Context: an optimization exercise on an open-source flow, tuned for small area, a short achievable clock period and few clock cycles per item. The choices shown serve that exercise and are no tape-out recipe.
Where RTL was checked, it was by simulation tests only, not by an equivalence proof against the original.
Only the layout flow was run in run 2; the RTL was not checked for function there.
Power figures rest on the tool's default switching activity, not on a simulated workload.

==> flow/run.sh <==
#!/bin/bash
# The standard layout (standard.sh) at the same clock period, with
# timing repair aimed at a setup slack of SETUP_SLACK_MARGIN ns instead of 0
# and the port buffers started as buf_2 (repair may resize them).
set -euo pipefail
bash standard.sh SETUP_SLACK_MARGIN=7.3 "BUFFER_PORTS_ARGS=-buffer_cell sky130_fd_sc_hd__buf_2" finish > make.log 2>&1
==> standard.sh <==
#!/bin/bash
# synth_recipe.tcl (not shown) runs the flow's synth.tcl, then flattens the netlist and writes it again
# the make line also repeats each setting of config.mk as NAME=value (left out here)
make -C /OpenROAD-flow-scripts/flow DESIGN_CONFIG=/design/flow/config.mk WORK_HOME=/design/flow/orfs CLKGATE_MAP_FILE= SYNTH_SCRIPT=/design/flow/synth_recipe.tcl "${@:-finish}"
==> config.mk <==
export PLATFORM = sky130hd
export DESIGN_NAME = fft_computer
export DESIGN_NICKNAME = fft_computer
export VERILOG_FILES = /design/flow/design.v
export SDC_FILE = /design/flow/constraint.sdc
export NUM_CORES = 4
export LEC_CHECK = 0
export CAP_MARGIN = 20
export CORE_MARGIN = 2
export CORE_UTILIZATION = 60
export CTS_BUF_LIST = sky130_fd_sc_hd__clkbuf_16
export CTS_CLUSTER_DIAMETER = 80
export CTS_CLUSTER_SIZE = 36
export SLEW_MARGIN = 20
export SYNTH_MEMORY_MAX_BITS = 65536
==> constraint.sdc <==
create_clock -name core_clock -period 10.0 [get_ports {i_clk}]
set_input_delay 2.0000 -clock core_clock [delete_from_list [all_inputs] [get_ports {i_clk}]]
set_output_delay 2.0000 -clock core_clock [all_outputs]
set_load 0.01 [all_outputs]
==> design.v <==
module output_fifo #(
  parameter NPOINTS = 64
)(
  input         i_clk,
  input  [31:0] i_wr_data,    
  output [31:0] o_tap_pre,    
  output [31:0] o_head        
);
reg [32*NPOINTS-1:0] sr;
assign o_tap_pre = sr[32*(NPOINTS-1)-1 -: 32];
assign o_head    = sr[31:0];
always @(posedge i_clk)
    sr <= {sr[32*(NPOINTS-1)-1:0], i_wr_data};
endmodule
module power_tree_a(
  input  [31:0] x,
  input  [31:0] p0,
  output [91:0] m
);
  wire pp1 = x[0] & x[1];
  wire pp2 = x[0] & x[2];
  wire pp3 = x[0] & x[3];
  wire pp4 = x[0] & x[4];
  wire pp5 = x[0] & x[5];
  wire pp6 = x[0] & x[6];
  wire pp7 = x[0] & x[7];
  wire pp8 = x[0] & x[8];
  wire pp9 = x[0] & x[9];
  wire pp10 = x[0] & x[10];
  wire pp11 = x[0] & x[11];
  wire pp12 = x[0] & x[12];
  wire pp13 = x[0] & x[13];
  wire pp14 = x[0] & x[14];
  wire pp15 = x[0] & x[15];
  wire pp16 = x[1] & x[2];
  wire pp17 = x[1] & x[3];
  wire pp18 = x[1] & x[4];
  wire pp19 = x[1] & x[5];
  wire pp20 = x[1] & x[6];
  wire pp21 = x[1] & x[7];
  wire pp22 = x[1] & x[8];
  wire pp23 = x[1] & x[9];
  wire pp24 = x[1] & x[10];
  wire pp25 = x[1] & x[11];
  wire pp26 = x[1] & x[12];
  wire pp27 = x[1] & x[13];
  wire pp28 = x[1] & x[14];
  wire pp29 = x[1] & x[15];
  wire pp30 = x[2] & x[3];
  wire pp31 = x[2] & x[4];
  wire pp32 = x[2] & x[5];
  wire pp33 = x[2] & x[6];
  wire pp34 = x[2] & x[7];
  wire pp35 = x[2] & x[8];
  wire pp36 = x[2] & x[9];
  wire pp37 = x[2] & x[10];
  wire pp38 = x[2] & x[11];
  wire pp39 = x[2] & x[12];
  wire pp40 = x[2] & x[13];
  wire pp41 = x[2] & x[14];
  wire pp42 = x[2] & x[15];
  wire pp43 = x[3] & x[4];
  wire pp44 = x[3] & x[5];
  wire pp45 = x[3] & x[6];
  wire pp46 = x[3] & x[7];
  wire pp47 = x[3] & x[8];
  wire pp48 = x[3] & x[9];
  wire pp49 = x[3] & x[10];
  wire pp50 = x[3] & x[11];
  wire pp51 = x[3] & x[12];
  wire pp52 = x[3] & x[13];
  wire pp53 = x[3] & x[14];
  wire pp54 = x[3] & x[15];
  wire pp55 = x[4] & x[5];
  wire pp56 = x[4] & x[6];
  wire pp57 = x[4] & x[7];
  wire pp58 = x[4] & x[8];
  wire pp59 = x[4] & x[9];
  wire pp60 = x[4] & x[10];
  wire pp61 = x[4] & x[11];
  wire pp62 = x[4] & x[12];
  wire pp63 = x[4] & x[13];
  wire pp64 = x[4] & x[14];
  wire pp65 = x[4] & x[15];
  wire pp66 = x[5] & x[6];
  wire pp67 = x[5] & x[7];
  wire pp68 = x[5] & x[8];
  wire pp69 = x[5] & x[9];
  wire pp70 = x[5] & x[10];
  wire pp71 = x[5] & x[11];
  wire pp72 = x[5] & x[12];
  wire pp73 = x[5] & x[13];
  wire pp74 = x[5] & x[14];
  wire pp75 = x[5] & x[15];
  wire pp76 = x[6] & x[7];
  wire pp77 = x[6] & x[8];
  wire pp78 = x[6] & x[9];
  wire pp79 = x[6] & x[10];
  wire pp80 = x[6] & x[11];
  wire pp81 = x[6] & x[12];
  wire pp82 = x[6] & x[13];
  wire pp83 = x[6] & x[14];
  wire pp84 = x[6] & x[15];
  wire pp85 = x[7] & x[8];
  wire pp86 = x[7] & x[9];
  wire pp87 = x[7] & x[10];
  wire pp88 = x[7] & x[11];
  wire pp89 = x[7] & x[12];
  wire pp90 = x[7] & x[13];
  wire pp91 = x[7] & x[14];
  wire pp92 = x[7] & x[15];
  wire pp93 = x[8] & x[9];
  wire pp94 = x[8] & x[10];
  wire pp95 = x[8] & x[11];
  wire pp96 = x[8] & x[12];
  wire pp97 = x[8] & x[13];
  wire pp98 = x[8] & x[14];
  wire pp99 = x[8] & x[15];
  wire pp100 = x[9] & x[10];
  wire pp101 = x[9] & x[11];
  wire pp102 = x[9] & x[12];
  wire pp103 = x[9] & x[13];
  wire pp104 = x[9] & x[14];
  wire pp105 = x[9] & x[15];
  wire pp106 = x[10] & x[11];
  wire pp107 = x[10] & x[12];
  wire pp108 = x[10] & x[13];
  wire pp109 = x[10] & x[14];
  wire pp110 = x[10] & x[15];
  wire pp111 = x[11] & x[12];
  wire pp112 = x[11] & x[13];
  wire pp113 = x[11] & x[14];
  wire pp114 = x[11] & x[15];
  wire pp115 = x[12] & x[13];
  wire pp116 = x[12] & x[14];
  wire pp117 = x[12] & x[15];
  wire pp118 = x[13] & x[14];
  wire pp119 = x[13] & x[15];
  wire pp120 = x[14] & x[15];
  wire pp121 = x[0] & x[16];
  wire pp122 = x[0] & x[17];
  wire pp123 = x[0] & x[18];
  wire pp124 = x[0] & x[19];
  wire pp125 = x[0] & x[20];
  wire pp126 = x[0] & x[21];
  wire pp127 = x[0] & x[22];
  wire pp128 = x[0] & x[23];
  wire pp129 = x[0] & x[24];
  wire pp130 = x[0] & x[25];
  wire pp131 = x[0] & x[26];
  wire pp132 = x[0] & x[27];
  wire pp133 = x[0] & x[28];
  wire pp134 = x[0] & x[29];
  wire pp135 = x[0] & x[30];
  wire pp136 = x[0] & x[31];
  wire pp137 = x[1] & x[16];
  wire pp138 = x[1] & x[17];
  wire pp139 = x[1] & x[18];
  wire pp140 = x[1] & x[19];
  wire pp141 = x[1] & x[20];
  wire pp142 = x[1] & x[21];
  wire pp143 = x[1] & x[22];
  wire pp144 = x[1] & x[23];
  wire pp145 = x[1] & x[24];
  wire pp146 = x[1] & x[25];
  wire pp147 = x[1] & x[26];
  wire pp148 = x[1] & x[27];
  wire pp149 = x[1] & x[28];
  wire pp150 = x[1] & x[29];
  wire pp151 = x[1] & x[30];
  wire pp152 = x[2] & x[16];
  wire pp153 = x[2] & x[17];
  wire pp154 = x[2] & x[18];
  wire pp155 = x[2] & x[19];
  wire pp156 = x[2] & x[20];
  wire pp157 = x[2] & x[21];
  wire pp158 = x[2] & x[22];
  wire pp159 = x[2] & x[23];
  wire pp160 = x[2] & x[24];
  wire pp161 = x[2] & x[25];
  wire pp162 = x[2] & x[26];
  wire pp163 = x[2] & x[27];
  wire pp164 = x[2] & x[28];
  wire pp165 = x[2] & x[29];
  wire pp166 = x[3] & x[16];
  wire pp167 = x[3] & x[17];
  wire pp168 = x[3] & x[18];
  wire pp169 = x[3] & x[19];
  wire pp170 = x[3] & x[20];
  wire pp171 = x[3] & x[21];
  wire pp172 = x[3] & x[22];
  wire pp173 = x[3] & x[23];
  wire pp174 = x[3] & x[24];
  wire pp175 = x[3] & x[25];
  wire pp176 = x[3] & x[26];
  wire pp177 = x[3] & x[27];
  wire pp178 = x[3] & x[28];
  wire pp179 = x[4] & x[16];
  wire pp180 = x[4] & x[17];
  wire pp181 = x[4] & x[18];
  wire pp182 = x[4] & x[19];
  wire pp183 = x[4] & x[20];
  wire pp184 = x[4] & x[21];
  wire pp185 = x[4] & x[22];
  wire pp186 = x[4] & x[23];
  wire pp187 = x[4] & x[24];
  wire pp188 = x[4] & x[25];
  wire pp189 = x[4] & x[26];
  wire pp190 = x[4] & x[27];
  wire pp191 = x[5] & x[16];
  wire pp192 = x[5] & x[17];
  wire pp193 = x[5] & x[18];
  wire pp194 = x[5] & x[19];
  wire pp195 = x[5] & x[20];
  wire pp196 = x[5] & x[21];
  wire pp197 = x[5] & x[22];
  wire pp198 = x[5] & x[23];
  wire pp199 = x[5] & x[24];
  wire pp200 = x[5] & x[25];
  wire pp201 = x[5] & x[26];
  wire pp202 = x[6] & x[16];
  wire pp203 = x[6] & x[17];
  wire pp204 = x[6] & x[18];
  wire pp205 = x[6] & x[19];
  wire pp206 = x[6] & x[20];
  wire pp207 = x[6] & x[21];
  wire pp208 = x[6] & x[22];
  wire pp209 = x[6] & x[23];
  wire pp210 = x[6] & x[24];
  wire pp211 = x[6] & x[25];
  wire pp212 = x[7] & x[16];
  wire pp213 = x[7] & x[17];
  wire pp214 = x[7] & x[18];
  wire pp215 = x[7] & x[19];
  wire pp216 = x[7] & x[20];
  wire pp217 = x[7] & x[21];
  wire pp218 = x[7] & x[22];
  wire pp219 = x[7] & x[23];
  wire pp220 = x[7] & x[24];
  wire pp221 = x[8] & x[16];
  wire pp222 = x[8] & x[17];
  wire pp223 = x[8] & x[18];
  wire pp224 = x[8] & x[19];
  wire pp225 = x[8] & x[20];
  wire pp226 = x[8] & x[21];
  wire pp227 = x[8] & x[22];
  wire pp228 = x[8] & x[23];
  wire pp229 = x[9] & x[16];
  wire pp230 = x[9] & x[17];
  wire pp231 = x[9] & x[18];
  wire pp232 = x[9] & x[19];
  wire pp233 = x[9] & x[20];
  wire pp234 = x[9] & x[21];
  wire pp235 = x[9] & x[22];
  wire pp236 = x[10] & x[16];
  wire pp237 = x[10] & x[17];
  wire pp238 = x[10] & x[18];
  wire pp239 = x[10] & x[19];
  wire pp240 = x[10] & x[20];
  wire pp241 = x[10] & x[21];
  wire pp242 = x[11] & x[16];
  wire pp243 = x[11] & x[17];
  wire pp244 = x[11] & x[18];
  wire pp245 = x[11] & x[19];
  wire pp246 = x[11] & x[20];
  wire pp247 = x[12] & x[16];
  wire pp248 = x[12] & x[17];
  wire pp249 = x[12] & x[18];
  wire pp250 = x[12] & x[19];
  wire pp251 = x[13] & x[16];
  wire pp252 = x[13] & x[17];
  wire pp253 = x[13] & x[18];
  wire pp254 = x[14] & x[16];
  wire pp255 = x[14] & x[17];
  wire pp256 = x[15] & x[16];
  wire s257 = x[11] ^ pp84;
  wire c258 = x[11] & pp84;
  wire s259 = pp92 ^ pp98;
  wire c260 = pp92 & pp98;
  wire s261 = x[12] ^ pp99 ^ pp104;
  wire c262 = (x[12] & pp99) | (x[12] & pp104) | (pp99 & pp104);
  wire s263 = pp108 ^ pp111;
  wire c264 = pp108 & pp111;
  wire s265 = pp105 ^ pp109 ^ pp112;
  wire c266 = (pp105 & pp109) | (pp105 & pp112) | (pp109 & pp112);
  wire s267 = pp130 ^ pp145;
  wire c268 = pp130 & pp145;
  wire s269 = x[13] ^ pp110 ^ pp113;
  wire c270 = (x[13] & pp110) | (x[13] & pp113) | (pp110 & pp113);
  wire s271 = pp115 ^ pp131 ^ pp146;
  wire c272 = (pp115 & pp131) | (pp115 & pp146) | (pp131 & pp146);
  wire s273 = pp160 ^ pp173;
  wire c274 = pp160 & pp173;
  wire s275 = pp114 ^ pp116 ^ pp132;
  wire c276 = (pp114 & pp116) | (pp114 & pp132) | (pp116 & pp132);
  wire s277 = pp147 ^ pp161 ^ pp174;
  wire c278 = (pp147 & pp161) | (pp147 & pp174) | (pp161 & pp174);
  wire s279 = pp186 ^ pp197;
  wire c280 = pp186 & pp197;
  wire s281 = x[14] ^ pp117 ^ pp118;
  wire c282 = (x[14] & pp117) | (x[14] & pp118) | (pp117 & pp118);
  wire s283 = pp133 ^ pp148 ^ pp162;
  wire c284 = (pp133 & pp148) | (pp133 & pp162) | (pp148 & pp162);
  wire s285 = pp175 ^ pp187 ^ pp198;
  wire c286 = (pp175 & pp187) | (pp175 & pp198) | (pp187 & pp198);
  wire s287 = pp208 ^ pp217;
  wire c288 = pp208 & pp217;
  wire s289 = pp119 ^ pp134 ^ pp149;
  wire c290 = (pp119 & pp134) | (pp119 & pp149) | (pp134 & pp149);
  wire s291 = pp163 ^ pp176 ^ pp188;
  wire c292 = (pp163 & pp176) | (pp163 & pp188) | (pp176 & pp188);
  wire s293 = pp199 ^ pp209 ^ pp218;
  wire c294 = (pp199 & pp209) | (pp199 & pp218) | (pp209 & pp218);
  wire s295 = pp226 ^ pp233;
  wire c296 = pp226 & pp233;
  wire s297 = x[15] ^ pp120 ^ pp135;
  wire c298 = (x[15] & pp120) | (x[15] & pp135) | (pp120 & pp135);
  wire s299 = pp150 ^ pp164 ^ pp177;
  wire c300 = (pp150 & pp164) | (pp150 & pp177) | (pp164 & pp177);
  wire s301 = pp189 ^ pp200 ^ pp210;
  wire c302 = (pp189 & pp200) | (pp189 & pp210) | (pp200 & pp210);
  wire s303 = pp219 ^ pp227 ^ pp234;
  wire c304 = (pp219 & pp227) | (pp219 & pp234) | (pp227 & pp234);
  wire s305 = pp240 ^ pp245;
  wire c306 = pp240 & pp245;
  wire s307 = pp136 ^ pp151 ^ pp165;
  wire s308 = pp178 ^ pp190 ^ pp201;
  wire s309 = pp211 ^ pp220 ^ pp228;
  wire s310 = pp235 ^ pp241 ^ pp246;
  wire s311 = pp250 ^ pp253;
  wire s312 = x[8] ^ pp15 ^ pp28;
  wire c313 = (x[8] & pp15) | (x[8] & pp28) | (pp15 & pp28);
  wire s314 = pp29 ^ pp41 ^ pp52;
  wire c315 = (pp29 & pp41) | (pp29 & pp52) | (pp41 & pp52);
  wire s316 = x[9] ^ pp42 ^ pp53;
  wire c317 = (x[9] & pp42) | (x[9] & pp53) | (pp42 & pp53);
  wire s318 = pp63 ^ pp72 ^ pp80;
  wire c319 = (pp63 & pp72) | (pp63 & pp80) | (pp72 & pp80);
  wire s320 = pp54 ^ pp64 ^ pp73;
  wire c321 = (pp54 & pp64) | (pp54 & pp73) | (pp64 & pp73);
  wire s322 = pp81 ^ pp88 ^ pp94;
  wire c323 = (pp81 & pp88) | (pp81 & pp94) | (pp88 & pp94);
  wire s324 = x[10] ^ pp65 ^ pp74;
  wire c325 = (x[10] & pp65) | (x[10] & pp74) | (pp65 & pp74);
  wire s326 = pp82 ^ pp89 ^ pp95;
  wire c327 = (pp82 & pp89) | (pp82 & pp95) | (pp89 & pp95);
  wire s328 = pp100 ^ pp125 ^ pp140;
  wire c329 = (pp100 & pp125) | (pp100 & pp140) | (pp125 & pp140);
  wire s330 = pp75 ^ pp83 ^ pp90;
  wire c331 = (pp75 & pp83) | (pp75 & pp90) | (pp83 & pp90);
  wire s332 = pp96 ^ pp101 ^ pp126;
  wire c333 = (pp96 & pp101) | (pp96 & pp126) | (pp101 & pp126);
  wire s334 = pp141 ^ pp155 ^ pp168;
  wire c335 = (pp141 & pp155) | (pp141 & pp168) | (pp155 & pp168);
  wire s336 = s257 ^ pp91 ^ pp97;
  wire c337 = (s257 & pp91) | (s257 & pp97) | (pp91 & pp97);
  wire s338 = pp102 ^ pp106 ^ pp127;
  wire c339 = (pp102 & pp106) | (pp102 & pp127) | (pp106 & pp127);
  wire s340 = pp142 ^ pp156 ^ pp169;
  wire c341 = (pp142 & pp156) | (pp142 & pp169) | (pp156 & pp169);
  wire s342 = pp181 ^ pp192;
  wire c343 = pp181 & pp192;
  wire s344 = c258 ^ s259 ^ pp103;
  wire c345 = (c258 & s259) | (c258 & pp103) | (s259 & pp103);
  wire s346 = pp107 ^ pp128 ^ pp143;
  wire c347 = (pp107 & pp128) | (pp107 & pp143) | (pp128 & pp143);
  wire s348 = pp157 ^ pp170 ^ pp182;
  wire c349 = (pp157 & pp170) | (pp157 & pp182) | (pp170 & pp182);
  wire s350 = pp193 ^ pp203 ^ pp212;
  wire c351 = (pp193 & pp203) | (pp193 & pp212) | (pp203 & pp212);
  wire s352 = c260 ^ s261 ^ s263;
  wire c353 = (c260 & s261) | (c260 & s263) | (s261 & s263);
  wire s354 = pp129 ^ pp144 ^ pp158;
  wire c355 = (pp129 & pp144) | (pp129 & pp158) | (pp144 & pp158);
  wire s356 = pp171 ^ pp183 ^ pp194;
  wire c357 = (pp171 & pp183) | (pp171 & pp194) | (pp183 & pp194);
  wire s358 = pp204 ^ pp213 ^ pp221;
  wire c359 = (pp204 & pp213) | (pp204 & pp221) | (pp213 & pp221);
  wire s360 = c262 ^ c264 ^ s265;
  wire c361 = (c262 & c264) | (c262 & s265) | (c264 & s265);
  wire s362 = s267 ^ pp159 ^ pp172;
  wire c363 = (s267 & pp159) | (s267 & pp172) | (pp159 & pp172);
  wire s364 = pp184 ^ pp195 ^ pp205;
  wire c365 = (pp184 & pp195) | (pp184 & pp205) | (pp195 & pp205);
  wire s366 = pp214 ^ pp222 ^ pp229;
  wire c367 = (pp214 & pp222) | (pp214 & pp229) | (pp222 & pp229);
  wire s368 = c266 ^ c268 ^ s269;
  wire c369 = (c266 & c268) | (c266 & s269) | (c268 & s269);
  wire s370 = s271 ^ s273 ^ pp185;
  wire c371 = (s271 & s273) | (s271 & pp185) | (s273 & pp185);
  wire s372 = pp196 ^ pp206 ^ pp215;
  wire c373 = (pp196 & pp206) | (pp196 & pp215) | (pp206 & pp215);
  wire s374 = pp223 ^ pp230 ^ pp236;
  wire c375 = (pp223 & pp230) | (pp223 & pp236) | (pp230 & pp236);
  wire s376 = c270 ^ c272 ^ c274;
  wire c377 = (c270 & c272) | (c270 & c274) | (c272 & c274);
  wire s378 = s275 ^ s277 ^ s279;
  wire c379 = (s275 & s277) | (s275 & s279) | (s277 & s279);
  wire s380 = pp207 ^ pp216 ^ pp224;
  wire c381 = (pp207 & pp216) | (pp207 & pp224) | (pp216 & pp224);
  wire s382 = pp231 ^ pp237 ^ pp242;
  wire c383 = (pp231 & pp237) | (pp231 & pp242) | (pp237 & pp242);
  wire s384 = c276 ^ c278 ^ c280;
  wire c385 = (c276 & c278) | (c276 & c280) | (c278 & c280);
  wire s386 = s281 ^ s283 ^ s285;
  wire c387 = (s281 & s283) | (s281 & s285) | (s283 & s285);
  wire s388 = s287 ^ pp225 ^ pp232;
  wire c389 = (s287 & pp225) | (s287 & pp232) | (pp225 & pp232);
  wire s390 = pp238 ^ pp243 ^ pp247;
  wire c391 = (pp238 & pp243) | (pp238 & pp247) | (pp243 & pp247);
  wire s392 = c282 ^ c284 ^ c286;
  wire c393 = (c282 & c284) | (c282 & c286) | (c284 & c286);
  wire s394 = c288 ^ s289 ^ s291;
  wire c395 = (c288 & s289) | (c288 & s291) | (s289 & s291);
  wire s396 = s293 ^ s295 ^ pp239;
  wire c397 = (s293 & s295) | (s293 & pp239) | (s295 & pp239);
  wire s398 = pp244 ^ pp248 ^ pp251;
  wire c399 = (pp244 & pp248) | (pp244 & pp251) | (pp248 & pp251);
  wire s400 = c290 ^ c292 ^ c294;
  wire c401 = (c290 & c292) | (c290 & c294) | (c292 & c294);
  wire s402 = c296 ^ s297 ^ s299;
  wire c403 = (c296 & s297) | (c296 & s299) | (s297 & s299);
  wire s404 = s301 ^ s303 ^ s305;
  wire c405 = (s301 & s303) | (s301 & s305) | (s303 & s305);
  wire s406 = pp249 ^ pp252 ^ pp254;
  wire c407 = (pp249 & pp252) | (pp249 & pp254) | (pp252 & pp254);
  wire s408 = c298 ^ c300 ^ c302;
  wire s409 = c304 ^ c306 ^ s307;
  wire s410 = s308 ^ s309 ^ s310;
  wire s411 = s311 ^ pp255 ^ pp256;
  wire s412 = x[5] ^ pp9;
  wire c413 = x[5] & pp9;
  wire s414 = pp10 ^ pp23;
  wire c415 = pp10 & pp23;
  wire s416 = x[6] ^ pp11 ^ pp24;
  wire c417 = (x[6] & pp11) | (x[6] & pp24) | (pp11 & pp24);
  wire s418 = pp36 ^ pp47;
  wire c419 = pp36 & pp47;
  wire s420 = pp12 ^ pp25 ^ pp37;
  wire c421 = (pp12 & pp25) | (pp12 & pp37) | (pp25 & pp37);
  wire s422 = pp48 ^ pp58;
  wire c423 = pp48 & pp58;
  wire s424 = x[7] ^ pp13 ^ pp26;
  wire c425 = (x[7] & pp13) | (x[7] & pp26) | (pp13 & pp26);
  wire s426 = pp38 ^ pp49 ^ pp59;
  wire c427 = (pp38 & pp49) | (pp38 & pp59) | (pp49 & pp59);
  wire s428 = pp68 ^ pp76;
  wire c429 = pp68 & pp76;
  wire s430 = pp14 ^ pp27 ^ pp39;
  wire c431 = (pp14 & pp27) | (pp14 & pp39) | (pp27 & pp39);
  wire s432 = pp50 ^ pp60 ^ pp69;
  wire c433 = (pp50 & pp60) | (pp50 & pp69) | (pp60 & pp69);
  wire s434 = pp77 ^ p0[15];
  wire c435 = pp77 & p0[15];
  wire s436 = s312 ^ pp40 ^ pp51;
  wire c437 = (s312 & pp40) | (s312 & pp51) | (pp40 & pp51);
  wire s438 = pp61 ^ pp70 ^ pp78;
  wire c439 = (pp61 & pp70) | (pp61 & pp78) | (pp70 & pp78);
  wire s440 = pp85 ^ pp121 ^ p0[16];
  wire c441 = (pp85 & pp121) | (pp85 & p0[16]) | (pp121 & p0[16]);
  wire s442 = c313 ^ s314 ^ pp62;
  wire c443 = (c313 & s314) | (c313 & pp62) | (s314 & pp62);
  wire s444 = pp71 ^ pp79 ^ pp86;
  wire c445 = (pp71 & pp79) | (pp71 & pp86) | (pp79 & pp86);
  wire s446 = pp122 ^ pp137 ^ p0[17];
  wire c447 = (pp122 & pp137) | (pp122 & p0[17]) | (pp137 & p0[17]);
  wire s448 = c315 ^ s316 ^ s318;
  wire c449 = (c315 & s316) | (c315 & s318) | (s316 & s318);
  wire s450 = pp87 ^ pp93 ^ pp123;
  wire c451 = (pp87 & pp93) | (pp87 & pp123) | (pp93 & pp123);
  wire s452 = pp138 ^ pp152 ^ p0[18];
  wire c453 = (pp138 & pp152) | (pp138 & p0[18]) | (pp152 & p0[18]);
  wire s454 = c317 ^ c319 ^ s320;
  wire c455 = (c317 & c319) | (c317 & s320) | (c319 & s320);
  wire s456 = s322 ^ pp124 ^ pp139;
  wire c457 = (s322 & pp124) | (s322 & pp139) | (pp124 & pp139);
  wire s458 = pp153 ^ pp166 ^ p0[19];
  wire c459 = (pp153 & pp166) | (pp153 & p0[19]) | (pp166 & p0[19]);
  wire s460 = c321 ^ c323 ^ s324;
  wire c461 = (c321 & c323) | (c321 & s324) | (c323 & s324);
  wire s462 = s326 ^ s328 ^ pp154;
  wire c463 = (s326 & s328) | (s326 & pp154) | (s328 & pp154);
  wire s464 = pp167 ^ pp179 ^ p0[20];
  wire c465 = (pp167 & pp179) | (pp167 & p0[20]) | (pp179 & p0[20]);
  wire s466 = c325 ^ c327 ^ c329;
  wire c467 = (c325 & c327) | (c325 & c329) | (c327 & c329);
  wire s468 = s330 ^ s332 ^ s334;
  wire c469 = (s330 & s332) | (s330 & s334) | (s332 & s334);
  wire s470 = pp180 ^ pp191 ^ p0[21];
  wire c471 = (pp180 & pp191) | (pp180 & p0[21]) | (pp191 & p0[21]);
  wire s472 = c331 ^ c333 ^ c335;
  wire c473 = (c331 & c333) | (c331 & c335) | (c333 & c335);
  wire s474 = s336 ^ s338 ^ s340;
  wire c475 = (s336 & s338) | (s336 & s340) | (s338 & s340);
  wire s476 = s342 ^ pp202 ^ p0[22];
  wire c477 = (s342 & pp202) | (s342 & p0[22]) | (pp202 & p0[22]);
  wire s478 = c337 ^ c339 ^ c341;
  wire c479 = (c337 & c339) | (c337 & c341) | (c339 & c341);
  wire s480 = c343 ^ s344 ^ s346;
  wire c481 = (c343 & s344) | (c343 & s346) | (s344 & s346);
  wire s482 = s348 ^ s350 ^ p0[23];
  wire c483 = (s348 & s350) | (s348 & p0[23]) | (s350 & p0[23]);
  wire s484 = c345 ^ c347 ^ c349;
  wire c485 = (c345 & c347) | (c345 & c349) | (c347 & c349);
  wire s486 = c351 ^ s352 ^ s354;
  wire c487 = (c351 & s352) | (c351 & s354) | (s352 & s354);
  wire s488 = s356 ^ s358 ^ p0[24];
  wire c489 = (s356 & s358) | (s356 & p0[24]) | (s358 & p0[24]);
  wire s490 = c353 ^ c355 ^ c357;
  wire c491 = (c353 & c355) | (c353 & c357) | (c355 & c357);
  wire s492 = c359 ^ s360 ^ s362;
  wire c493 = (c359 & s360) | (c359 & s362) | (s360 & s362);
  wire s494 = s364 ^ s366 ^ p0[25];
  wire c495 = (s364 & s366) | (s364 & p0[25]) | (s366 & p0[25]);
  wire s496 = c361 ^ c363 ^ c365;
  wire c497 = (c361 & c363) | (c361 & c365) | (c363 & c365);
  wire s498 = c367 ^ s368 ^ s370;
  wire c499 = (c367 & s368) | (c367 & s370) | (s368 & s370);
  wire s500 = s372 ^ s374 ^ p0[26];
  wire c501 = (s372 & s374) | (s372 & p0[26]) | (s374 & p0[26]);
  wire s502 = c369 ^ c371 ^ c373;
  wire c503 = (c369 & c371) | (c369 & c373) | (c371 & c373);
  wire s504 = c375 ^ s376 ^ s378;
  wire c505 = (c375 & s376) | (c375 & s378) | (s376 & s378);
  wire s506 = s380 ^ s382 ^ p0[27];
  wire c507 = (s380 & s382) | (s380 & p0[27]) | (s382 & p0[27]);
  wire s508 = c377 ^ c379 ^ c381;
  wire c509 = (c377 & c379) | (c377 & c381) | (c379 & c381);
  wire s510 = c383 ^ s384 ^ s386;
  wire c511 = (c383 & s384) | (c383 & s386) | (s384 & s386);
  wire s512 = s388 ^ s390 ^ p0[28];
  wire c513 = (s388 & s390) | (s388 & p0[28]) | (s390 & p0[28]);
  wire s514 = c385 ^ c387 ^ c389;
  wire c515 = (c385 & c387) | (c385 & c389) | (c387 & c389);
  wire s516 = c391 ^ s392 ^ s394;
  wire c517 = (c391 & s392) | (c391 & s394) | (s392 & s394);
  wire s518 = s396 ^ s398 ^ p0[29];
  wire c519 = (s396 & s398) | (s396 & p0[29]) | (s398 & p0[29]);
  wire s520 = c393 ^ c395 ^ c397;
  wire c521 = (c393 & c395) | (c393 & c397) | (c395 & c397);
  wire s522 = c399 ^ s400 ^ s402;
  wire c523 = (c399 & s400) | (c399 & s402) | (s400 & s402);
  wire s524 = s404 ^ s406 ^ p0[30];
  wire c525 = (s404 & s406) | (s404 & p0[30]) | (s406 & p0[30]);
  wire s526 = c401 ^ c403 ^ c405;
  wire s527 = c407 ^ s408 ^ s409;
  wire s528 = s410 ^ s411 ^ p0[31];
  wire s529 = x[3] ^ pp5;
  wire c530 = x[3] & pp5;
  wire s531 = pp6 ^ pp19;
  wire c532 = pp6 & pp19;
  wire s533 = x[4] ^ pp7 ^ pp20;
  wire c534 = (x[4] & pp7) | (x[4] & pp20) | (pp7 & pp20);
  wire s535 = pp32 ^ pp43;
  wire c536 = pp32 & pp43;
  wire s537 = pp8 ^ pp21 ^ pp33;
  wire c538 = (pp8 & pp21) | (pp8 & pp33) | (pp21 & pp33);
  wire s539 = pp44 ^ p0[9];
  wire c540 = pp44 & p0[9];
  wire s541 = s412 ^ pp22 ^ pp34;
  wire c542 = (s412 & pp22) | (s412 & pp34) | (pp22 & pp34);
  wire s543 = pp45 ^ pp55 ^ p0[10];
  wire c544 = (pp45 & pp55) | (pp45 & p0[10]) | (pp55 & p0[10]);
  wire s545 = c413 ^ s414 ^ pp35;
  wire c546 = (c413 & s414) | (c413 & pp35) | (s414 & pp35);
  wire s547 = pp46 ^ pp56 ^ p0[11];
  wire c548 = (pp46 & pp56) | (pp46 & p0[11]) | (pp56 & p0[11]);
  wire s549 = c415 ^ s416 ^ s418;
  wire c550 = (c415 & s416) | (c415 & s418) | (s416 & s418);
  wire s551 = pp57 ^ pp66 ^ p0[12];
  wire c552 = (pp57 & pp66) | (pp57 & p0[12]) | (pp66 & p0[12]);
  wire s553 = c417 ^ c419 ^ s420;
  wire c554 = (c417 & c419) | (c417 & s420) | (c419 & s420);
  wire s555 = s422 ^ pp67 ^ p0[13];
  wire c556 = (s422 & pp67) | (s422 & p0[13]) | (pp67 & p0[13]);
  wire s557 = c421 ^ c423 ^ s424;
  wire c558 = (c421 & c423) | (c421 & s424) | (c423 & s424);
  wire s559 = s426 ^ s428 ^ p0[14];
  wire c560 = (s426 & s428) | (s426 & p0[14]) | (s428 & p0[14]);
  wire s561 = c425 ^ c427 ^ c429;
  wire c562 = (c425 & c427) | (c425 & c429) | (c427 & c429);
  wire s563 = s430 ^ s432 ^ s434;
  wire c564 = (s430 & s432) | (s430 & s434) | (s432 & s434);
  wire s565 = c431 ^ c433 ^ c435;
  wire c566 = (c431 & c433) | (c431 & c435) | (c433 & c435);
  wire s567 = s436 ^ s438 ^ s440;
  wire c568 = (s436 & s438) | (s436 & s440) | (s438 & s440);
  wire s569 = c437 ^ c439 ^ c441;
  wire c570 = (c437 & c439) | (c437 & c441) | (c439 & c441);
  wire s571 = s442 ^ s444 ^ s446;
  wire c572 = (s442 & s444) | (s442 & s446) | (s444 & s446);
  wire s573 = c443 ^ c445 ^ c447;
  wire c574 = (c443 & c445) | (c443 & c447) | (c445 & c447);
  wire s575 = s448 ^ s450 ^ s452;
  wire c576 = (s448 & s450) | (s448 & s452) | (s450 & s452);
  wire s577 = c449 ^ c451 ^ c453;
  wire c578 = (c449 & c451) | (c449 & c453) | (c451 & c453);
  wire s579 = s454 ^ s456 ^ s458;
  wire c580 = (s454 & s456) | (s454 & s458) | (s456 & s458);
  wire s581 = c455 ^ c457 ^ c459;
  wire c582 = (c455 & c457) | (c455 & c459) | (c457 & c459);
  wire s583 = s460 ^ s462 ^ s464;
  wire c584 = (s460 & s462) | (s460 & s464) | (s462 & s464);
  wire s585 = c461 ^ c463 ^ c465;
  wire c586 = (c461 & c463) | (c461 & c465) | (c463 & c465);
  wire s587 = s466 ^ s468 ^ s470;
  wire c588 = (s466 & s468) | (s466 & s470) | (s468 & s470);
  wire s589 = c467 ^ c469 ^ c471;
  wire c590 = (c467 & c469) | (c467 & c471) | (c469 & c471);
  wire s591 = s472 ^ s474 ^ s476;
  wire c592 = (s472 & s474) | (s472 & s476) | (s474 & s476);
  wire s593 = c473 ^ c475 ^ c477;
  wire c594 = (c473 & c475) | (c473 & c477) | (c475 & c477);
  wire s595 = s478 ^ s480 ^ s482;
  wire c596 = (s478 & s480) | (s478 & s482) | (s480 & s482);
  wire s597 = c479 ^ c481 ^ c483;
  wire c598 = (c479 & c481) | (c479 & c483) | (c481 & c483);
  wire s599 = s484 ^ s486 ^ s488;
  wire c600 = (s484 & s486) | (s484 & s488) | (s486 & s488);
  wire s601 = c485 ^ c487 ^ c489;
  wire c602 = (c485 & c487) | (c485 & c489) | (c487 & c489);
  wire s603 = s490 ^ s492 ^ s494;
  wire c604 = (s490 & s492) | (s490 & s494) | (s492 & s494);
  wire s605 = c491 ^ c493 ^ c495;
  wire c606 = (c491 & c493) | (c491 & c495) | (c493 & c495);
  wire s607 = s496 ^ s498 ^ s500;
  wire c608 = (s496 & s498) | (s496 & s500) | (s498 & s500);
  wire s609 = c497 ^ c499 ^ c501;
  wire c610 = (c497 & c499) | (c497 & c501) | (c499 & c501);
  wire s611 = s502 ^ s504 ^ s506;
  wire c612 = (s502 & s504) | (s502 & s506) | (s504 & s506);
  wire s613 = c503 ^ c505 ^ c507;
  wire c614 = (c503 & c505) | (c503 & c507) | (c505 & c507);
  wire s615 = s508 ^ s510 ^ s512;
  wire c616 = (s508 & s510) | (s508 & s512) | (s510 & s512);
  wire s617 = c509 ^ c511 ^ c513;
  wire c618 = (c509 & c511) | (c509 & c513) | (c511 & c513);
  wire s619 = s514 ^ s516 ^ s518;
  wire c620 = (s514 & s516) | (s514 & s518) | (s516 & s518);
  wire s621 = c515 ^ c517 ^ c519;
  wire c622 = (c515 & c517) | (c515 & c519) | (c517 & c519);
  wire s623 = s520 ^ s522 ^ s524;
  wire c624 = (s520 & s522) | (s520 & s524) | (s522 & s524);
  wire s625 = c521 ^ c523 ^ c525;
  wire s626 = s526 ^ s527 ^ s528;
  wire s627 = x[2] ^ pp3;
  wire c628 = x[2] & pp3;
  wire s629 = pp4 ^ pp17;
  wire c630 = pp4 & pp17;
  wire s631 = s529 ^ pp18 ^ pp30;
  wire c632 = (s529 & pp18) | (s529 & pp30) | (pp18 & pp30);
  wire s633 = c530 ^ s531 ^ pp31;
  wire c634 = (c530 & s531) | (c530 & pp31) | (s531 & pp31);
  wire s635 = c532 ^ s533 ^ s535;
  wire c636 = (c532 & s533) | (c532 & s535) | (s533 & s535);
  wire s637 = c534 ^ c536 ^ s537;
  wire c638 = (c534 & c536) | (c534 & s537) | (c536 & s537);
  wire s639 = c538 ^ c540 ^ s541;
  wire c640 = (c538 & c540) | (c538 & s541) | (c540 & s541);
  wire s641 = c542 ^ c544 ^ s545;
  wire c642 = (c542 & c544) | (c542 & s545) | (c544 & s545);
  wire s643 = c546 ^ c548 ^ s549;
  wire c644 = (c546 & c548) | (c546 & s549) | (c548 & s549);
  wire s645 = c550 ^ c552 ^ s553;
  wire c646 = (c550 & c552) | (c550 & s553) | (c552 & s553);
  wire s647 = c554 ^ c556 ^ s557;
  wire c648 = (c554 & c556) | (c554 & s557) | (c556 & s557);
  wire s649 = c558 ^ c560 ^ s561;
  wire c650 = (c558 & c560) | (c558 & s561) | (c560 & s561);
  wire s651 = c562 ^ c564 ^ s565;
  wire c652 = (c562 & c564) | (c562 & s565) | (c564 & s565);
  wire s653 = c566 ^ c568 ^ s569;
  wire c654 = (c566 & c568) | (c566 & s569) | (c568 & s569);
  wire s655 = c570 ^ c572 ^ s573;
  wire c656 = (c570 & c572) | (c570 & s573) | (c572 & s573);
  wire s657 = c574 ^ c576 ^ s577;
  wire c658 = (c574 & c576) | (c574 & s577) | (c576 & s577);
  wire s659 = c578 ^ c580 ^ s581;
  wire c660 = (c578 & c580) | (c578 & s581) | (c580 & s581);
  wire s661 = c582 ^ c584 ^ s585;
  wire c662 = (c582 & c584) | (c582 & s585) | (c584 & s585);
  wire s663 = c586 ^ c588 ^ s589;
  wire c664 = (c586 & c588) | (c586 & s589) | (c588 & s589);
  wire s665 = c590 ^ c592 ^ s593;
  wire c666 = (c590 & c592) | (c590 & s593) | (c592 & s593);
  wire s667 = c594 ^ c596 ^ s597;
  wire c668 = (c594 & c596) | (c594 & s597) | (c596 & s597);
  wire s669 = c598 ^ c600 ^ s601;
  wire c670 = (c598 & c600) | (c598 & s601) | (c600 & s601);
  wire s671 = c602 ^ c604 ^ s605;
  wire c672 = (c602 & c604) | (c602 & s605) | (c604 & s605);
  wire s673 = c606 ^ c608 ^ s609;
  wire c674 = (c606 & c608) | (c606 & s609) | (c608 & s609);
  wire s675 = c610 ^ c612 ^ s613;
  wire c676 = (c610 & c612) | (c610 & s613) | (c612 & s613);
  wire s677 = c614 ^ c616 ^ s617;
  wire c678 = (c614 & c616) | (c614 & s617) | (c616 & s617);
  wire s679 = c618 ^ c620 ^ s621;
  wire c680 = (c618 & c620) | (c618 & s621) | (c620 & s621);
  wire s681 = c622 ^ c624 ^ s625;
  assign m = {s626, s681, c680, s623, s679, c678, s619, s677, c676, s615, s675, c674, s611, s673, c672, s607, s671, c670, s603, s669, c668, s599, s667, c666, s595, s665, c664, s591, s663, c662, s587, s661, c660, s583, s659, c658, s579, s657, c656, s575, s655, c654, s571, s653, c652, s567, s651, c650, s563, s649, c648, s559, s647, c646, s555, s645, c644, s551, s643, c642, s547, s641, c640, s543, s639, c638, s539, s637, c636, p0[8], s635, c634, p0[7], s633, c632, p0[6], s631, c630, p0[5], s629, c628, p0[4], pp16, s627, p0[3], pp2, p0[2], pp1, x[1], p0[1], p0[0], x[0]};
endmodule
module power_tree_b(
  input  [91:0] m,
  output [31:0] p
);
  wire s682 = m[3] ^ m[4];
  wire c683 = m[3] & m[4];
  wire s684 = m[6] ^ m[7];
  wire c685 = m[6] & m[7];
  wire s686 = m[8] ^ m[9] ^ m[10];
  wire c687 = (m[8] & m[9]) | (m[8] & m[10]) | (m[9] & m[10]);
  wire s688 = m[11] ^ m[12] ^ m[13];
  wire c689 = (m[11] & m[12]) | (m[11] & m[13]) | (m[12] & m[13]);
  wire s690 = m[14] ^ m[15] ^ m[16];
  wire c691 = (m[14] & m[15]) | (m[14] & m[16]) | (m[15] & m[16]);
  wire s692 = m[17] ^ m[18] ^ m[19];
  wire c693 = (m[17] & m[18]) | (m[17] & m[19]) | (m[18] & m[19]);
  wire s694 = m[20] ^ m[21] ^ m[22];
  wire c695 = (m[20] & m[21]) | (m[20] & m[22]) | (m[21] & m[22]);
  wire s696 = m[23] ^ m[24] ^ m[25];
  wire c697 = (m[23] & m[24]) | (m[23] & m[25]) | (m[24] & m[25]);
  wire s698 = m[26] ^ m[27] ^ m[28];
  wire c699 = (m[26] & m[27]) | (m[26] & m[28]) | (m[27] & m[28]);
  wire s700 = m[29] ^ m[30] ^ m[31];
  wire c701 = (m[29] & m[30]) | (m[29] & m[31]) | (m[30] & m[31]);
  wire s702 = m[32] ^ m[33] ^ m[34];
  wire c703 = (m[32] & m[33]) | (m[32] & m[34]) | (m[33] & m[34]);
  wire s704 = m[35] ^ m[36] ^ m[37];
  wire c705 = (m[35] & m[36]) | (m[35] & m[37]) | (m[36] & m[37]);
  wire s706 = m[38] ^ m[39] ^ m[40];
  wire c707 = (m[38] & m[39]) | (m[38] & m[40]) | (m[39] & m[40]);
  wire s708 = m[41] ^ m[42] ^ m[43];
  wire c709 = (m[41] & m[42]) | (m[41] & m[43]) | (m[42] & m[43]);
  wire s710 = m[44] ^ m[45] ^ m[46];
  wire c711 = (m[44] & m[45]) | (m[44] & m[46]) | (m[45] & m[46]);
  wire s712 = m[47] ^ m[48] ^ m[49];
  wire c713 = (m[47] & m[48]) | (m[47] & m[49]) | (m[48] & m[49]);
  wire s714 = m[50] ^ m[51] ^ m[52];
  wire c715 = (m[50] & m[51]) | (m[50] & m[52]) | (m[51] & m[52]);
  wire s716 = m[53] ^ m[54] ^ m[55];
  wire c717 = (m[53] & m[54]) | (m[53] & m[55]) | (m[54] & m[55]);
  wire s718 = m[56] ^ m[57] ^ m[58];
  wire c719 = (m[56] & m[57]) | (m[56] & m[58]) | (m[57] & m[58]);
  wire s720 = m[59] ^ m[60] ^ m[61];
  wire c721 = (m[59] & m[60]) | (m[59] & m[61]) | (m[60] & m[61]);
  wire s722 = m[62] ^ m[63] ^ m[64];
  wire c723 = (m[62] & m[63]) | (m[62] & m[64]) | (m[63] & m[64]);
  wire s724 = m[65] ^ m[66] ^ m[67];
  wire c725 = (m[65] & m[66]) | (m[65] & m[67]) | (m[66] & m[67]);
  wire s726 = m[68] ^ m[69] ^ m[70];
  wire c727 = (m[68] & m[69]) | (m[68] & m[70]) | (m[69] & m[70]);
  wire s728 = m[71] ^ m[72] ^ m[73];
  wire c729 = (m[71] & m[72]) | (m[71] & m[73]) | (m[72] & m[73]);
  wire s730 = m[74] ^ m[75] ^ m[76];
  wire c731 = (m[74] & m[75]) | (m[74] & m[76]) | (m[75] & m[76]);
  wire s732 = m[77] ^ m[78] ^ m[79];
  wire c733 = (m[77] & m[78]) | (m[77] & m[79]) | (m[78] & m[79]);
  wire s734 = m[80] ^ m[81] ^ m[82];
  wire c735 = (m[80] & m[81]) | (m[80] & m[82]) | (m[81] & m[82]);
  wire s736 = m[83] ^ m[84] ^ m[85];
  wire c737 = (m[83] & m[84]) | (m[83] & m[85]) | (m[84] & m[85]);
  wire s738 = m[86] ^ m[87] ^ m[88];
  wire c739 = (m[86] & m[87]) | (m[86] & m[88]) | (m[87] & m[88]);
  wire s740 = m[89] ^ m[90] ^ m[91];
  wire [31:0] s = {c739, c737, c735, c733, c731, c729, c727, c725, c723, c721, c719, c717, c715, c713, c711, c709, c707, c705, c703, c701, c699, c697, c695, c693, c691, c689, c687, c685, c683, s682, m[2], m[0]};
  wire [31:0] c = {s740, s738, s736, s734, s732, s730, s728, s726, s724, s722, s720, s718, s716, s714, s712, s710, s708, s706, s704, s702, s700, s698, s696, s694, s692, s690, s688, s686, s684, m[5], 1'b0, m[1]};
  assign p = s + c;
endmodule
module output_ctrl #(
  parameter LAT = 3             
)(
  input        i_clk,
  input        i_rst_n,
  input        i_data_valid,
  output       o_data_ready,
  output       o_acc,           
  output       o_win,           
  output       o_ld,            
  output       o_data_valid,
  input        i_data_ready,
  input        i_wr_sum         
);
reg [5:0] k;         
reg       win;       
reg [5:0] din;       
reg [5:0] dout;      
reg [5:0] rcnt;      
reg [6:0] avail;     
reg       pend;      
reg       rdy;
reg       can_ld;
reg       ovalid;
wire acc = i_data_valid & rdy;
wire ld  = can_ld & (~ovalid | i_data_ready);
assign o_data_ready = rdy;
assign o_acc        = acc;
assign o_win        = win;
assign o_ld         = ld;
assign o_data_valid = ovalid;
function rdy_next;
    input       a, l;
    input [5:0] k, din, rcnt;
    input       win, pend;
    reg   [5:0] k_n, rcnt_n;
    reg         win_n, pend_n, aligned_n, free_n, first_n;
    begin
        k_n       = a ? k + 6'd1 : k;
        win_n     = (a & (k == 6'd63)) ? ~win : win;
        rcnt_n    = l ? rcnt + 6'd1 : rcnt;
        pend_n    = (pend & ~(l & (rcnt == 6'd63))) | (a & win);
        aligned_n = a | (din == 6'd63);
        first_n   = (k_n == 6'd0) & ~win_n;
        free_n    = win_n | ~pend_n | (k_n < rcnt_n);
        rdy_next  = free_n & (aligned_n | (first_n & ~pend_n));
    end
endfunction
wire r00 = rdy_next(1'b0, 1'b0, k, din, rcnt, win, pend);
wire r01 = rdy_next(1'b0, 1'b1, k, din, rcnt, win, pend);
wire r10 = rdy_next(1'b1, 1'b0, k, din, rcnt, win, pend);
wire r11 = rdy_next(1'b1, 1'b1, k, din, rcnt, win, pend);
wire [6:0] avw  = avail + {6'd0, i_wr_sum};
wire       c0   = (avw != 7'd0) & (dout == 6'd63);
wire       c1   = (avw != 7'd1) & (dout == 6'd0);
wire       rebase = acc & ~win & (k == 6'd0) & ~pend;
always @(posedge i_clk)
begin
    if(!i_rst_n)
    begin
        k      <= 6'd0;
        win    <= 1'b0;
        din    <= 6'd0;
        dout   <= 6'd0;
        rcnt   <= 6'd0;
        avail  <= 7'd0;
        pend   <= 1'b0;
        rdy    <= 1'b1;
        can_ld <= 1'b0;
        ovalid <= 1'b0;
    end
    else
    begin
        if(acc)
        begin
            k <= k + 6'd1;
            if(k == 6'd63)
                win <= ~win;
        end
        din    <= acc ? 6'd0 : din + 6'd1;
        dout   <= rebase ? 6'd1 - LAT : (ld ? dout : dout + 6'd1);
        if(ld)
            rcnt <= rcnt + 6'd1;
        avail  <= ld ? avw - 7'd1 : avw;
        pend   <= (pend & ~(ld & (rcnt == 6'd63))) | (acc & win);
        rdy    <= acc ? (ld ? r11 : r10) : (ld ? r01 : r00);
        can_ld <= ld ? c1 : c0;
        ovalid <= ld | (ovalid & ~i_data_ready);
    end
end
endmodule
module fft_computer(
input        i_clk,
input        i_rst_n,
input        i_data_valid,
input [31:0] i_data,
output       o_data_ready,
output       o_data_valid,
output [31:0]o_data,
input        i_data_ready
);
localparam MW = 92;      
wire        acc, win, ld;
wire [31:0] tap, head, sum;
wire [MW-1:0] m_d;
reg  [31:0]   x;         
reg           v1, w1;
reg  [MW-1:0] m;         
reg           v2, w2;
reg  [31:0]   out_r;
output_ctrl ctrl (
    .i_clk(i_clk),
    .i_rst_n(i_rst_n),
    .i_data_valid(i_data_valid),
    .o_data_ready(o_data_ready),
    .o_acc(acc),
    .o_win(win),
    .o_ld(ld),
    .o_data_valid(o_data_valid),
    .i_data_ready(i_data_ready),
    .i_wr_sum(v2 & w2)
);
power_tree_a tree_a (
    .x(x),
    .p0((v1 & ~w1) ? 32'd0 : tap),
    .m(m_d)
);
power_tree_b tree_b (
    .m(m),
    .p(sum)
);
output_fifo store (
    .i_clk(i_clk),
    .i_wr_data(sum),
    .o_tap_pre(tap),
    .o_head(head)
);
always @(posedge i_clk)
begin
    x  <= acc ? i_data : 32'd0;
    w1 <= win;
    m  <= m_d;
    w2 <= w1;
    if(ld)
        out_r <= head;
end
always @(posedge i_clk)
begin
    if(!i_rst_n)
    begin
        v1 <= 1'b0;
        v2 <= 1'b0;
    end
    else
    begin
        v1 <= acc;
        v2 <= v1;
    end
end
assign o_data = out_r;
endmodule
==> results of run 1 <==
## worst register-to-register path, stage by stage, from the launching register on
cell                      delay, ns
sky130_fd_sc_hd__dfxtp_4       0.40
sky130_fd_sc_hd__buf_6         0.12
sky130_fd_sc_hd__buf_6         0.10
sky130_fd_sc_hd__buf_8         0.11
sky130_fd_sc_hd__and2_4        0.14
sky130_fd_sc_hd__ha_4          0.26
sky130_fd_sc_hd__inv_2         0.03
sky130_fd_sc_hd__fa_1          0.47
sky130_fd_sc_hd__inv_1         0.05
sky130_fd_sc_hd__fa_2          0.53
sky130_fd_sc_hd__inv_2         0.04
sky130_fd_sc_hd__fa_2          0.33
sky130_fd_sc_hd__inv_2         0.06
sky130_fd_sc_hd__fa_2          0.42
## cells in the final DEF, fill, tap and decap left out, types with 52 or more instances in the layout
cell / instances
sky130_fd_sc_hd__and2_1: 133
sky130_fd_sc_hd__buf_2: 57
sky130_fd_sc_hd__buf_4: 64
sky130_fd_sc_hd__clkbuf_16: 78
sky130_fd_sc_hd__dfxtp_1: 2142
sky130_fd_sc_hd__fa_1: 146
sky130_fd_sc_hd__fa_2: 62
sky130_fd_sc_hd__ha_1: 66
sky130_fd_sc_hd__inv_1: 162
sky130_fd_sc_hd__nand2_1: 139
sky130_fd_sc_hd__xnor2_1: 52
## registers in the layout (all words and copies together) (netlist names)
| signal | cells |
|---|---|
| ctrl.avail | 7 |
| ctrl.can_ld | 1 |
| ctrl.din | 6 |
| ctrl.dout | 6 |
| ctrl.k | 6 |
| ctrl.ovalid | 1 |
| ctrl.pend | 1 |
| ctrl.rcnt | 6 |
| ctrl.rdy | 1 |
| ctrl.win | 1 |
| m | 92 |
| out_r | 32 |
| store.sr | 2016 |
| v1 | 1 |
| v2 | 1 |
| w1 | 1 |
| w2 | 1 |
| x | 32 |
## path summary, 6_finish.rpt
| kind | start | to | slack, ns | depth (start not counted) |
|---|---|---|---|---|
| setup / recovery | out_r[29]$_DFFE_PP_ | o_data[29] | 6.71 | 1 |
| hold / removal | store.sr[1907]$_DFF_P_ | store.sr[1939]$_DFF_P_ | 0.32 | 0 |
| setup reg to reg | x[7]$_SDFF_PN0_ | m[69]$_DFF_P_ | 6.82 | 13 |
| hold reg to reg | store.sr[1907]$_DFF_P_ | store.sr[1939]$_DFF_P_ | 0.32 | 0 |
## stage by stage
step | instances | setup WS [ns] | hold slack, ns | cell area, um2
global placement | 4686 | 6.39 | 0.310 | 57000
global route | 4902 | 6.62 | 0.316 | 61300
floorplan | 3490 | 6.68 | 0.310 | 55600
finish | 4903 | 6.71 | 0.319 | 61300
CTS | 4876 | 6.61 | 0.321 | 60700
detailed placement | 4686 | 6.27 | 0.312 | 57000
## synthesized netlist by cell type, drive strengths merged (2+ instances only)
cell type  number
a211o           2
nor2b           4
fa            208
nand4           4
a211oi          4
ha             86
o41ai           2
edfxtp         32
nand3b          2
nor4            3
nand2         163
o21ai          29
a221o           2
dfxtp        2180
or2             2
nand2b          6
and2          159
o21bai          4
o2111ai         4
a31oi           7
xnor2          61
nor3            9
o21a            4
a21oi          47
a21boi          4
and3           41
clkbuf         62
nand3          18
a21o           14
and4            3
o211ai          7
nor2           51
o31ai           2
or3            14
a32oi           2
inv           199
o22ai           3
xor2           32
## routing by layer
| layer | global-route usage | up-vias |
|---|---|---|
| met5 | 0 | - |
| met4 | 0.0452 | 0 |
| met1 | 0.247 | 11166 |
| met3 | 0.0280 | 118 |
| li1 | - | 11117 |
| met2 | 0.288 | 252 |
## repair_timing
| action | 4_1_cts | 5_1_grt |
|---|---|---|
| pin swaps | 96 | 77 |
| resized for setup | 219 | 97 |
| gates cloned | 2 | 1 |
| endpoints found under the setup margin | 111 | 104 |
| setup buffers | 82 | 25 |
## power breakdown
| part | total [mW] | switching, mW | leakage (nW) | internal (mW) |
|---|---|---|---|---|
| Clock | 3.89 | 2.43 | 1.14 | 1.46 |
| Combinational | 0.909 | 0.518 | 6.14 | 0.391 |
| Sequential | 11.6 | 0.568 | 18.4 | 11.1 |
| Total | 16.4 | 3.51 | 25.7 | 12.9 |
## kinds of logic after synthesis
family	Yosys count	synth area share
flip-flops	2212	0.810
AND/OR/NAND/NOR	483	0.0452
adder cells (fa/ha/maj)	294	0.0951
buffers and inverters	262	0.0179
AO/OA/AOI/OAI	145	0.0171
XOR/XNOR	93	0.0148
multiplexers	1	0.000182
## area by class of cell
class                   count  area share
clock inverters            29     0.00506
inverters                 199      0.0124
flip-flops and latches   2212       0.730
well taps                1186      0.0242
repair buffers            183      0.0260
multi-input cells        1016       0.171
diodes                      1   0.0000408
clock buffers              77      0.0314
==> out/results.ini, run 1 <==
[detailed_routing]
detail_route.wl_per_cell_um = 16.5
wl_met2_mm = 37.8
route.final.wire_length_mm = 80.9
drt_first_iter_violations = 1258
routed.top_layer = met4
drt_pre_antenna_iters = 5
vias_per_cell = 4.62
routedLengthMet1_mm = 39.1
met3_wirelength_mm = 2.13
detailroute.via_count = 22653
detail-route-antenna-nets = 0
number_of_drc_violations_after_detailed_routing = 0

[setup_path]
worstSetupStartpointType = flip-flop
crit_path_end_kind = output port
timing.critical_path.slowest_cell_delay_ns = 0.45
worst_ep_required_time_ns = 8.00
crit_chain = buf_2
cp_slowest_cell = sky130_fd_sc_hd__edfxtp_1
cp_data_arrival_time_ns = 1.29
cp_top_family = flip-flops
worst-path-buf-inv = 1
critical_path_peak_fanout = 1
worst-setup-path-type = reg -> out

[clock_tree]
cts.reportedPaths.clkPinSlew_ns = 0.12
cts-hold-fix-buffers = 0
tritoncts_clock_tree = yes
cts-buffers-inserted = 75
cts_max_path_buffers = 3
clkLatencyLatePin_ns = 0.69
cts_sinks = 2212
cts_root_buf = sky130_fd_sc_hd__clkbuf_16
cts.htree.levels = 3

[yosys]
yosysWarningCount = 3
post_synth_instance_area_mm2 = 0.0551
synth_nets = 3820
synthCells = 3490
synth_area_leaders = sky130_fd_sc_hd__dfxtp_1 (79%), sky130_fd_sc_hd__fa_1 (7.6%), sky130_fd_sc_hd__ha_1 (2.0%)
synth-seq-cells = 2212
netlist.top_cell.by_area = sky130_fd_sc_hd__dfxtp_1
postSynthAreaPerCell_um2 = 15.8
synth.yosys.seq_area_share = 0.810
synth_cell_type_count = 59
synth-async-reset-ratio = 0
synth_edf_count = 32
synth_top_area_share = 0.792
most_used_dff_post_synth = sky130_fd_sc_hd__dfxtp_1

[placement]
gp_routability_congestion = 0.807
hpwl_mm = 47.8
port-buffer-count = 69

[sta]
max_clock_freq_mhz = 304
slew_headroom = 0.551
worst_slew_pin_slew_ns = 0.669
slew_viol_final = 0
finalSetupViolCount = 0
setup-tns-final_ns = 0
fin_crit_ns = 3.29
maximum_clock_skew_at_final_layout_ns = 0.0376
finalCritPeriodShare = 0.329
rsz0062_at_grt = yes
timing.final.hold_violations = 0

[job]
timing.max_cap.violations = 0

[pwr]
total_power_draw_mw = 16.4
powerDensity_mw_per_mm2 = 268
power.static_leakage_nw = 25.7
ir_drop_uv = 202

[die]
die-height_um = 307
die-area_mm2 = 0.0942
start_util = 0.603
die-width_um = 307
core-area_mm2 = 0.0914
num_rows = 111
ioPinCount = 70

[cells_and_area]
synthToLayoutAreaGrowth_pct = 11.2
n_fill_cell = 6297
fin_nets = 4017
multi_input_area_mm2 = 0.0105
final_core_util = 0.671
regArea_mm2 = 0.0447
post_route_cells_drive_above_1_share = 0.152

[global_route]
antenna_found_initial = 2
first_global_vias = 24008
global_route.overflow_total = 0
grt_first_pass_wirelength_mm = 130
grt_max_degree = 45
total_track_usage = 0.176

[min_path]
min_path_type = reg -> reg

[status]
status = finished clean

Testbench counts, summed over its fixed seeds: cycles 8,224, items 4,096.
==> inputs of run 2 (changes only) <==
--- a/design.v
+++ b/design.v
@@ -2,7 +2,8 @@
   parameter NPOINTS = 64
 )(
   input         i_clk,
-  input  [31:0] i_wr_data,    
+  input         i_wr,         
+  input  [31:0] i_wr_data,
   output [31:0] o_tap_pre,    
   output [31:0] o_head        
 );
@@ -10,7 +11,7 @@
 assign o_tap_pre = sr[32*(NPOINTS-1)-1 -: 32];
 assign o_head    = sr[31:0];
 always @(posedge i_clk)
-    sr <= {sr[32*(NPOINTS-1)-1:0], i_wr_data};
+    sr <= {sr[32*(NPOINTS-1)-1:0], i_wr ? i_wr_data : sr[32*NPOINTS-1 -: 32]};
 endmodule
 module power_tree_a(
   input  [31:0] x,
@@ -891,7 +892,7 @@
 );
 power_tree_a tree_a (
     .x(x),
-    .p0((v1 & ~w1) ? 32'd0 : tap),
+    .p0(w1 ? tap : 32'd0),
     .m(m_d)
 );
 power_tree_b tree_b (
@@ -900,13 +901,14 @@
 );
 output_fifo store (
     .i_clk(i_clk),
+    .i_wr(v2),
     .i_wr_data(sum),
     .o_tap_pre(tap),
     .o_head(head)
 );
 always @(posedge i_clk)
 begin
-    x  <= acc ? i_data : 32'd0;
+    x  <= i_data;
     w1 <= win;
     m  <= m_d;
     w2 <= w1;
==> run.sh (new file) <==
#!/bin/bash
# synth_recipe.tcl (not shown) runs the flow's synth.tcl, then flattens the netlist and writes it again
# the make line also repeats each setting of config.mk as NAME=value (left out here)
make -C /OpenROAD-flow-scripts/flow DESIGN_CONFIG=/design/flow/config.mk WORK_HOME=/design/flow/orfs CLKGATE_MAP_FILE= SYNTH_SCRIPT=/design/flow/synth_recipe.tcl finish
--- a/config.mk
+++ b/config.mk
@@ -7,9 +7,6 @@
 export LEC_CHECK = 0
 export CAP_MARGIN = 20
 export CORE_MARGIN = 2
-export CORE_UTILIZATION = 60
-export CTS_BUF_LIST = sky130_fd_sc_hd__clkbuf_16
-export CTS_CLUSTER_DIAMETER = 80
-export CTS_CLUSTER_SIZE = 36
+export CORE_UTILIZATION = 45
 export SLEW_MARGIN = 20
 export SYNTH_MEMORY_MAX_BITS = 65536
removed: flow/run.sh
removed: standard.sh
==> run 2 against run 1 <==
  * First-iteration DRC count rose by 2.1%
  * Synthesized area is 1.4% higher
  * Critical endpoint is now o_data[4]
  * Sequential share of layout area shrank 3.5 points
  * Still clean
  * Highest routed layer unchanged
  * Sequential power fell by 7%
  * Critical path type unchanged
  * Non-clock buffer count shrank 100
==> out/results.ini, run 2 <==
[setup_path]
r2r_end = m[75]$_DFF_P_
cp_data_arrival_time_ns = 1.87  ; +0.58 ns
reg2regPathDepth = 8  ; -5
worstSetupStartpointType = flip-flop
cp_slowest_cell = sky130_fd_sc_hd__clkdlybuf4s50_1
crit_path_end_kind = output port
crit_chain = clkdlybuf4s50_1
timing.critical_path.slowest_cell_delay_ns = 0.60  ; +0.15 ns
r2r_start = x[11]$_DFF_P_
worst-setup-path-type = reg -> out
r2r_setup_slack_ns = 6.27  ; -0.55 ns
worst-path-buf-inv = 1  ; unchanged

[pwr]
p_sw_mw = 4.78  ; +36%
netSwitchingFraction = 0.235  ; +0.0213
seq_power_share = 0.533  ; -0.175
int_pwr_mw = 15.5  ; +20%
pwr-share-comb = 0.100  ; +0.045
power.static_leakage_nw = 26.9  ; +4.7%
share_clk_of_total_power = 0.367  ; +0.130
powerDensity_mw_per_mm2 = 312  ; +16%

[yosys]
synth_nets = 3869  ; +1.3%
synth_most_common_cell = sky130_fd_sc_hd__dfxtp_1
netlist.top_cell.by_area = sky130_fd_sc_hd__dfxtp_1
yosysWarningCount = 3  ; unchanged
synth.yosys.seq_area_share = 0.810  ; about the same
synth_area_leaders = sky130_fd_sc_hd__dfxtp_1 (79%), sky130_fd_sc_hd__fa_1 (7.5%), sky130_fd_sc_hd__ha_1 (1.9%)
most_used_dff_post_synth = sky130_fd_sc_hd__dfxtp_1
synth_commonest_cells = sky130_fd_sc_hd__dfxtp_1 (2212), sky130_fd_sc_hd__fa_1 (208), sky130_fd_sc_hd__inv_1 (194)
synthCells = 3539  ; +1.4%
synth_top_area_share = 0.793  ; about the same
post_synth_instance_area_mm2 = 0.0559  ; +1.4%
synth_cell_type_count = 61  ; +3.4%
synth-async-reset-ratio = 0  ; unchanged

[cells_and_area]
n_fill_cell = 10120  ; +61%
fin_nets = 4085  ; +1.7%
largestRegisters = store.sr (2048), m (92)
layout.cells.most_common = sky130_fd_sc_hd__dfxtp_1
largest-register = store.sr
layout_common_cells = sky130_fd_sc_hd__dfxtp_1 (2210), sky130_fd_sc_hd__fa_1 (208), sky130_fd_sc_hd__clkbuf_16 (201), sky130_fd_sc_hd__inv_1 (193), sky130_fd_sc_hd__nand2_1 (169)

[sta]
setup-tns-final_ns = 0  ; unchanged
holdWs_ns = 0.278  ; -0.0411 ns
fin_crit_ns = 3.87  ; +0.576 ns
maximum_clock_skew_at_final_layout_ns = 0.0591  ; +0.0215 ns
max_clock_freq_mhz = 258  ; -15%

[clock_tree]
cts.reportedPaths.clkPinSlew_ns = 0.06  ; -0.06 ns
cts.htree.levels = 4  ; +1
cts_root_buf = sky130_fd_sc_hd__clkbuf_16
cts-hold-fix-buffers = 0  ; unchanged
cts_max_path_buffers = 3  ; unchanged
cts_sinks = 2244  ; +1.4%
tritoncts_clock_tree = yes

[min_path]
timing.hold.worst_path_depth = 0  ; unchanged
min_path_type = reg -> reg
hold_path.startpoint = store.sr[1928]$_DFF_P_
min_to = store.sr[1960]$_DFF_P_

[die]
ioPinCount = 70  ; unchanged
die-width_um = 356  ; +16%
die-height_um = 356  ; +16%
core-area_mm2 = 0.123  ; +35%

[status]
status = finished clean

[placement]
hpwl_mm = 48.5  ; +1.4%
dpl.cell_count = 5195  ; +11%

[global_route]
total_track_usage = 0.134  ; -0.0424
global_route.overflow_total = 0  ; unchanged
first_global_vias = 24159  ; +0.63%
antenna_found_initial = 3  ; +1
grt_first_pass_wirelength_mm = 131  ; +1.0%

[detailed_routing]
detail_route.wl_per_cell_um = 14.5  ; -12%
number_of_drc_violations_after_detailed_routing = 0  ; unchanged
vias_per_cell = 4.20  ; -9.0%
route.final.wire_length_mm = 80.7  ; -0.24%

-- run 2: cell types whose count changed after synthesis, moves of 5 or more --
cell	before	now
sky130_fd_sc_hd__nand3_1	17	32
sky130_fd_sc_hd__a21o_1	12	17
sky130_fd_sc_hd__o21ai_0	29	24
sky130_fd_sc_hd__inv_1	199	194
sky130_fd_sc_hd__nor2_1	51	61
sky130_fd_sc_hd__xor2_1	32	23
sky130_fd_sc_hd__mux2_2	0	21
sky130_fd_sc_hd__and3_1	41	6
sky130_fd_sc_hd__clkbuf_1	62	57
sky130_fd_sc_hd__nand4_1	3	11
sky130_fd_sc_hd__dfxtp_1	2180	2212
sky130_fd_sc_hd__nand2_1	163	169
-- run 2: how the worst max path moves through the flow --
stage,startpoint,end,slack (ns),cells past startpoint
after floorplan,i_data_ready,ctrl.avail[4]$_SDFF_PN0_,5.98,7
after global placement,i_data_ready,ctrl.avail[5]$_SDFF_PN0_,5.68,9
after detailed placement,i_data_ready,ctrl.avail[4]$_SDFF_PN0_,5.72,8
after CTS,out_r[4]$_DFFE_PP_,o_data[4],6.04,1
after global routing,out_r[4]$_DFFE_PP_,o_data[4],6.05,1
final,out_r[4]$_DFFE_PP_,o_data[4],6.13,1
-- run 2: per-layer routing --
metal  vias up  part of all wire  global-route usage  wire (um)
met5         -                 0                   0          0
met4         0             0.025              0.0530       1990
met3       153             0.049              0.0328       3940
met2       400              0.43               0.195      34400
met1     11301              0.50               0.192      40400
li1      11469                 -                   -          -
-- run 2: power by group through the flow --
stage / combinational [mW] / clock, mW / sequential [mW]
6_report: 2.03 / 7.46 / 10.8
5_1_grt: 2.30 / 8.07 / 11.0
4_1_cts: 2.04 / 7.71 / 10.9
3_3_place_gp: 2.01 / 0 / 11.0
3_5_place_dp: 2.02 / 0 / 11.0
2_1_floorplan: 1.44 / 0 / 10.9
-- run 2: worst reg2reg max path, cell delays in order, from the launching register on --
cell and delay (ns):
sky130_fd_sc_hd__dfxtp_1 0.93, sky130_fd_sc_hd__and2_1 0.26, sky130_fd_sc_hd__fa_1 0.43, sky130_fd_sc_hd__fa_1 0.49
sky130_fd_sc_hd__inv_1 0.05, sky130_fd_sc_hd__fa_1 0.50, sky130_fd_sc_hd__inv_1 0.05, sky130_fd_sc_hd__fa_1 0.42
sky130_fd_sc_hd__fa_1 0.46
-- run 2: layout make-up --
| class | instances | area [um2] | share of cell area |
|---|---|---|---|
| clock inverter | 76 | 953 | 0.0146 |
| clock buffer | 277 | 5720 | 0.0877 |
| multi-input combinational | 1035 | 9640 | 0.148 |
| antenna | 1 | 2.50 | 0.0000384 |
| timing repair buffer | 83 | 796 | 0.0122 |
| sequential | 2244 | 45200 | 0.695 |
| tap | 1637 | 2050 | 0.0314 |
| inverter | 196 | 736 | 0.0113 |
-- run 2: cell families after synthesis --
kind of cell,count (synthesis),share of synthesized area
AO/OA/AOI/OAI,152,0.0179
XOR/XNOR,88,0.0138
adder cells (fa/ha/maj),294,0.0938
buffers and inverters,260,0.0176
flip-flops,2244,0.810
multiplexers,22,0.00450
AND/OR/NAND/NOR,479,0.0425
-- run 2: through the flow --
stage	setup WS, ns	cell area, um2	power (mW)	util
2_1_floorplan	5.98	55900	12.3	-
3_3_place_gp	5.68	58500	13.0	0.473
3_5_place_dp	5.72	58500	13.1	0.473
4_1_cts	6.04	65100	20.6	0.527
5_1_grt	6.05	65100	21.4	0.528
6_report	6.13	65100	20.3	0.528

## afterwards: timing with drivers on the ports
How much do the figures lean on ideal ports? The routed layouts below were timed once more, with nothing changed but the port constraints. Step 1 sets driving cells, clkbuf_16 on the clock port and buf_2 on the other inputs (assumed; they add their load-dependent delay and slew). Step 2 times the ports against the registers' clock, not the clock port: input delays grow and output delays shrink by t, the midpoint of the rising clock arrivals with the driver on. Slacks: ideal / step 1 / step 2; pairs: ideal / step 1.
| run | shift t [ns] | setup slack, ns | worst data-port slew with drivers (ns) | cell pins on the clock port's net |
|---|---|---|---|---|
| run 1 | 0.732 | 6.706 / 6.640 / 6.420 | 0.04 | 1 |
| run 2 | 0.869 | 6.130 / 6.057 / 5.722 | 0.10 | 1 |
After both steps setup and hold are still met in every run listed. For run 2, which loses most, drivers alone change the setup slack by -0.073 ns; drivers and shift together by -0.408 ns.
